From an optimization exercise on the open Yosys and OpenROAD flow, aimed at small area, a short achievable clock period and few clock cycles; shortcuts taken in it are not production practice. RTL that was checked went through simulation tests only; none was proved equivalent to the original. Power figures rest on the tool's default switching activity, not on a simulated workload.

==> v8 <==
==> flow/design.v (excerpt) <==
module SingleCycleProcessor(
    input         clk,
    input         rst,
    output [31:0] imem_addr,
    input  [31:0] imem_rdata,
    output [31:0] dmem_addr,
    output [31:0] dmem_wdata,
    output        dmem_we,
    input  [31:0] dmem_rdata
    );
==> module SingleCycleProcessor, before the edit <==
module SingleCycleProcessor(
    input         clk,
    input         rst,
    output [31:0] imem_addr,
    input  [31:0] imem_rdata,
    output [31:0] dmem_addr,
    output [31:0] dmem_wdata,
    output        dmem_we,
    input  [31:0] dmem_rdata
    );
    localparam [6:0] OP_LW  = 7'b0000011;
    localparam [6:0] OP_SW  = 7'b0100011;
    localparam [6:0] OP_R   = 7'b0110011;
    localparam [6:0] OP_I   = 7'b0010011;
    localparam [6:0] OP_BEQ = 7'b1100011;
    localparam [6:0] OP_JAL = 7'b1101111;
    localparam ALU_SUB = 0, ALU_SHL = 1, ALU_OR = 2, ALU_AND = 3;
    reg  [31:1] pc;
    reg         id_ir0;        
    reg  [31:1] id_irh;
    wire [31:0] id_ir = {id_irh, id_ir0};
    reg  [31:1] id_x;          
    reg  [31:0] ex_a, ex_b, ex_c;
    reg         ex_fa, ex_fb, ex_fc;
    reg  [3:0]  ex_alu;
    reg         ex_wr, ex_ld, ex_st, ex_br;
    reg  [4:0]  ex_rd;
    reg  [31:0] mem_res, mem_wd;
    reg         mem_we, mem_wr, mem_ld;
    reg  [4:0]  mem_rd;
    reg  [31:0] rf [1:31];
    assign imem_addr = {pc, 1'b0};
    wire [31:0] fi = imem_rdata;
    wire f_jal   = (fi[6:0] == OP_JAL);
    wire f_bsame = (fi[6:0] == OP_BEQ) && (fi[19:15] == fi[24:20]);
    wire [31:1] f_imm = f_jal ? {{12{fi[31]}}, fi[19:12], fi[20], fi[30:21]}
                              : {{19{fi[31]}}, fi[7], fi[31], fi[30:25], fi[11:8]};
    wire [31:1] f_target = pc + f_imm;
    wire [31:1] f_next   = pc + 31'd2;
    assign dmem_addr  = mem_res;
    assign dmem_wdata = mem_wd;
    assign dmem_we    = mem_we;
    wire [31:0] wb_data = mem_ld ? dmem_rdata : mem_res;
    always @(posedge clk) begin
        if (mem_wr)
            rf[mem_rd] <= wb_data;
    end
    wire [6:0] op  = id_ir[6:0];
    wire [4:0] rs1 = id_ir[19:15];
    wire [4:0] rs2 = id_ir[24:20];
    wire [4:0] rd  = id_ir[11:7];
    wire [2:0] f3  = id_ir[14:12];
    wire d_ld  = (op == OP_LW);
    wire d_st  = (op == OP_SW);
    wire d_r   = (op == OP_R);
    wire d_i   = (op == OP_I);
    wire d_br  = (op == OP_BEQ) && (rs1 != rs2);
    wire d_jal = (op == OP_JAL);
    wire d_wr  = (d_ld | d_r | d_i | d_jal) & (rd != 5'd0);
    wire use1  = d_ld | d_st | d_r | d_i | d_br;
    wire use2  = d_st | d_r | d_br;
    wire [31:0] imm_i = {{20{id_ir[31]}}, id_ir[31:20]};
    wire [31:0] imm_s = {{20{id_ir[31]}}, id_ir[31:25], id_ir[11:7]};
    wire [31:0] rv1 = (rs1 == 5'd0) ? 32'd0 :
                      (mem_wr && mem_rd == rs1) ? wb_data : rf[rs1];
    wire [31:0] rv2 = (rs2 == 5'd0) ? 32'd0 :
                      (mem_wr && mem_rd == rs2) ? wb_data : rf[rs2];
    wire hit1  = ex_wr && (ex_rd == rs1) && use1;
    wire hit2  = ex_wr && (ex_rd == rs2) && use2;
    wire stall = ex_ld && (hit1 || hit2);
    reg [3:0] d_alu;
    always @(*) begin
        d_alu = 4'b0000;
        if (d_r || d_i) begin
            case (f3)
                3'b000: d_alu = {3'b000, d_r & id_ir[30]};
                3'b010: d_alu = 4'b0010;
                3'b110: d_alu = 4'b0100;
                3'b111: d_alu = 4'b1000;
                default: d_alu = 4'b0000;
            endcase
        end
    end
    wire [31:0] a = ex_fa ? mem_res : ex_a;
    wire [31:0] b = ex_fb ? mem_res : ex_b;
    wire [31:0] c = ex_fc ? mem_res : ex_c;
    wire [31:0] sum = a + (ex_alu[ALU_SUB] ? ~b : b) + {31'd0, ex_alu[ALU_SUB]};
    wire [31:0] shl = (|b[31:5]) ? 32'd0 : (a << b[4:0]);
    wire [31:0] alu = ex_alu[ALU_SHL] ? shl :
                      ex_alu[ALU_OR]  ? (a | b) :
                      ex_alu[ALU_AND] ? (a & b) : sum;
    wire taken = ex_br && (a == b);
    always @(posedge clk or posedge rst) begin
        if (rst) begin
            pc     <= 31'h800;        
            id_ir0 <= 1'b0;
            ex_wr  <= 1'b0;
            ex_ld  <= 1'b0;
            ex_st  <= 1'b0;
            ex_br  <= 1'b0;
            mem_we <= 1'b0;
            mem_wr <= 1'b0;
        end else begin
            mem_we <= ex_st;
            mem_wr <= ex_wr;
            if (taken || stall) begin
                ex_wr <= 1'b0;
                ex_ld <= 1'b0;
                ex_st <= 1'b0;
                ex_br <= 1'b0;
            end else begin
                ex_wr <= d_wr;
                ex_ld <= d_ld;
                ex_st <= d_st;
                ex_br <= d_br;
            end
            if (taken) begin
                pc     <= c[31:1];
                id_ir0 <= 1'b0;
            end else if (!stall) begin
                pc     <= (f_jal || f_bsame) ? f_target : f_next;
                id_ir0 <= imem_rdata[0];
            end
        end
    end
    always @(posedge clk) begin
        mem_res <= alu;
        mem_wd  <= c;
        mem_ld  <= ex_ld;
        mem_rd  <= ex_rd;
        if (!stall) begin
            id_irh <= imem_rdata[31:1];
            id_x   <= f_jal ? f_next : f_target;
        end
        ex_a   <= d_jal ? {id_x, 1'b0} : rv1;
        ex_b   <= (d_i || d_ld) ? imm_i : d_st ? imm_s : d_jal ? 32'd0 : rv2;
        ex_c   <= d_st ? rv2 : {id_x, 1'b0};
        ex_fa  <= hit1;
        ex_fb  <= hit2 && !d_st;
        ex_fc  <= hit2 && d_st;
        ex_alu <= d_alu;
        ex_rd  <= rd;
    end
endmodule
Settings: LEC_CHECK=0, ABC_CLOCK_PERIOD_IN_PS=3000, CAP_MARGIN=20, CORE_MARGIN=2, CORE_UTILIZATION=40, SETUP_SLACK_MARGIN=5, SLEW_MARGIN=20, TNS_END_PERCENT=100; clock period 10.0 ns.
standard.sh (not shown) runs the stock make flow with config.mk's settings and CLKGATE_MAP_FILE= SYNTH_SCRIPT=/design/flow/synth_recipe.tcl, a recipe that flattens the netlist after the stock synthesis.
==> flow/flow/run.sh <==
#!/bin/bash
# The standard ORFS layout, with the resizer's setup repair aiming MARGIN ns
# below the (unchanged) clock period instead of config.mk's at most 5 ns.
set -euo pipefail
MARGIN=6.4
sed "s/SETUP_SLACK_MARGIN=[^ ]*/SETUP_SLACK_MARGIN=$MARGIN/" standard.sh > standard_margin.sh
grep -q "SETUP_SLACK_MARGIN=$MARGIN" standard_margin.sh
bash standard_margin.sh > make.log 2>&1
==> v12: changes against v8 <==
--- a/flow/design.v
+++ b/flow/design.v
@@ -35,7 +35,8 @@
     wire f_jal   = (fi[6:0] == OP_JAL);
     wire f_bsame = (fi[6:0] == OP_BEQ) && (fi[19:15] == fi[24:20]);
-    wire [31:1] f_imm = f_jal ? {{12{fi[31]}}, fi[19:12], fi[20], fi[30:21]}
+    wire [31:1] f_imm = fi[2] ? {{12{fi[31]}}, fi[19:12], fi[20], fi[30:21]}
                               : {{19{fi[31]}}, fi[7], fi[31], fi[30:25], fi[11:8]};
-    wire [31:1] f_target = pc + f_imm;
+    wire [31:1] f_target;
+    PrefixAdder #(.W(31)) u_f_target (.x(pc), .y(f_imm), .s(f_target));
     wire [31:1] f_next   = pc + 31'd2;
     assign dmem_addr  = mem_res;
@@ -63,8 +64,16 @@
     wire [31:0] imm_i = {{20{id_ir[31]}}, id_ir[31:20]};
     wire [31:0] imm_s = {{20{id_ir[31]}}, id_ir[31:25], id_ir[11:7]};
-    wire [31:0] rv1 = (rs1 == 5'd0) ? 32'd0 :
-                      (mem_wr && mem_rd == rs1) ? wb_data : rf[rs1];
-    wire [31:0] rv2 = (rs2 == 5'd0) ? 32'd0 :
-                      (mem_wr && mem_rd == rs2) ? wb_data : rf[rs2];
+    reg  [31:0] rf1, rf2;
+    integer k;
+    always @(*) begin
+        rf1 = 32'd0;
+        rf2 = 32'd0;
+        for (k = 1; k < 32; k = k + 1) begin
+            rf1 = rf1 | ({32{rs1 == k[4:0]}} & rf[k]);
+            rf2 = rf2 | ({32{rs2 == k[4:0]}} & rf[k]);
+        end
+    end
+    wire [31:0] rv1 = (rs1 != 5'd0 && mem_wr && mem_rd == rs1) ? wb_data : rf1;
+    wire [31:0] rv2 = (rs2 != 5'd0 && mem_wr && mem_rd == rs2) ? wb_data : rf2;
     wire hit1  = ex_wr && (ex_rd == rs1) && use1;
     wire hit2  = ex_wr && (ex_rd == rs2) && use2;
@@ -132,5 +141,5 @@
         if (!stall) begin
             id_irh <= imem_rdata[31:1];
-            id_x   <= f_jal ? f_next : f_target;
+            id_x   <= fi[2] ? f_next : f_target;
         end
         ex_a   <= d_jal ? {id_x, 1'b0} : rv1;
@@ -144,2 +153,28 @@
     end
 endmodule
+module PrefixAdder #(parameter W = 32) (
+    input  [W-1:0] x,
+    input  [W-1:0] y,
+    output [W-1:0] s
+    );
+    localparam L = $clog2(W);
+    wire [W-1:0] g [0:L];
+    wire [W-1:0] p [0:L];
+    assign g[0] = x & y;
+    assign p[0] = x ^ y;
+    genvar l, i;
+    generate
+        for (l = 0; l < L; l = l + 1) begin : lvl
+            for (i = 0; i < W; i = i + 1) begin : bt
+                if (i >= (1 << l)) begin : node
+                    assign g[l+1][i] = g[l][i] | (p[l][i] & g[l][i-(1<<l)]);
+                    assign p[l+1][i] = p[l][i] & p[l][i-(1<<l)];
+                end else begin : pass
+                    assign g[l+1][i] = g[l][i];
+                    assign p[l+1][i] = p[l][i];
+                end
+            end
+        end
+    endgenerate
+    assign s = p[0] ^ {g[L][W-2:0], 1'b0};
+endmodule
--- a/flow/flow/run.sh
+++ b/flow/flow/run.sh
@@ -3,5 +3,5 @@
 # below the (unchanged) clock period instead of config.mk's at most 5 ns.
 set -euo pipefail
-MARGIN=6.4
+MARGIN=6.5
 sed "s/SETUP_SLACK_MARGIN=[^ ]*/SETUP_SLACK_MARGIN=$MARGIN/" standard.sh > standard_margin.sh
 grep -q "SETUP_SLACK_MARGIN=$MARGIN" standard_margin.sh
--- a/flow/config.mk
+++ b/flow/config.mk
@@ -6,5 +6,4 @@
 export NUM_CORES = 4
 export LEC_CHECK = 0
-export ABC_CLOCK_PERIOD_IN_PS = 3000
 export CAP_MARGIN = 20
 export CORE_MARGIN = 2
==> comparison table <==
| quantity | v12 | v8 |
|---|---|---|
| Outcome | complete, no violations | complete, no violations |
| Average cell area after synthesis | 12.30 um^2 | 14.80 um^2 |
| Share of post-route cells with drive strength above 1 | 23.55% | 31.62% |
| Total via count in the routed design | 53710 | 44380 |
| Multi-input combinational cell area | 24760 um^2 | 29150 um^2 |
| Synthesized instance count | 4855 | 4418 |
| Final cell utilization of the core | 50.10% | 48.11% |
| Final Total Pwr | 0.01683 W | 0.01707 W |
| WP data required | 10.70 ns | 10.67 ns |
| WL met1 | 101800 um | 89080 um |
| Syn Nets | 5049 | 4615 |
| Number of storage elements in the synthesis netlist | 1270 | 1280 |
| Worst slew margin relative to its limit | 20.56% | 29.33% |
| Well-Tap Cells | 1930 | 2175 |
| Nonclk inv count | 98 | 86 |
| Power per standard cell area | 226.9 nW/um^2 | 218.2 nW/um^2 |
| Wire length on met3 | 53570 um | 21510 um |
| Power drawn by the sequential cells | 0.00710 W | 0.00736 W |
| Clock period minus worst slack | 4.192 ns | 4.801 ns |
| Count of instances resized after the clock tree is built | 562 | 424 |
| Number of DRC markers in iteration 0 | 12580 | 5525 |
| Met2 usage in global routing | 52.20% | 44.96% |
| Worst Setup Slack post-DPL | 3.777 ns | 3.260 ns |
| Clock network area share | 6.202% | 5.883% |
| Combinational share of power | 26.5% | 26.0% |
Testbench counts of v8, summed over its fixed seeds: cycles 58,973.
For v12, only the layout was checked, not whether the RTL still works.

-- what the ideal ports hide --
The results above use ideal ports. As a check the final layouts listed here were re-extracted and re-timed, cells and wires unchanged. Step 1 assumes that a clkbuf_16 drives the clock port and a buf_2 every other input. Step 2 also shifts input and output timing later by t, the mid clock arrival at the registers, as if the neighbouring blocks saw the same clock. Three values: ideal, step 1, step 2; two values: the first two.
run | shift t [ns] | setup WS [ns] | hold WS [ns] | worst setup path at the end | latest minus earliest clock arrival (ns)
v8 | 0.881 | 5.199 / 5.240 / 4.359 | 0.356 / 0.356 / 0.356 | input to register | 0.043 / 0.044
v12 | 0.859 | 5.808 / 5.826 / 4.967 | 0.368 / 0.368 / 0.368 | input to register | 0.040 / 0.040
After both steps setup and hold are still met in every run listed. The setup slack of v12, which loses most, moves by +0.018 ns with the drivers and by -0.841 ns with both steps.
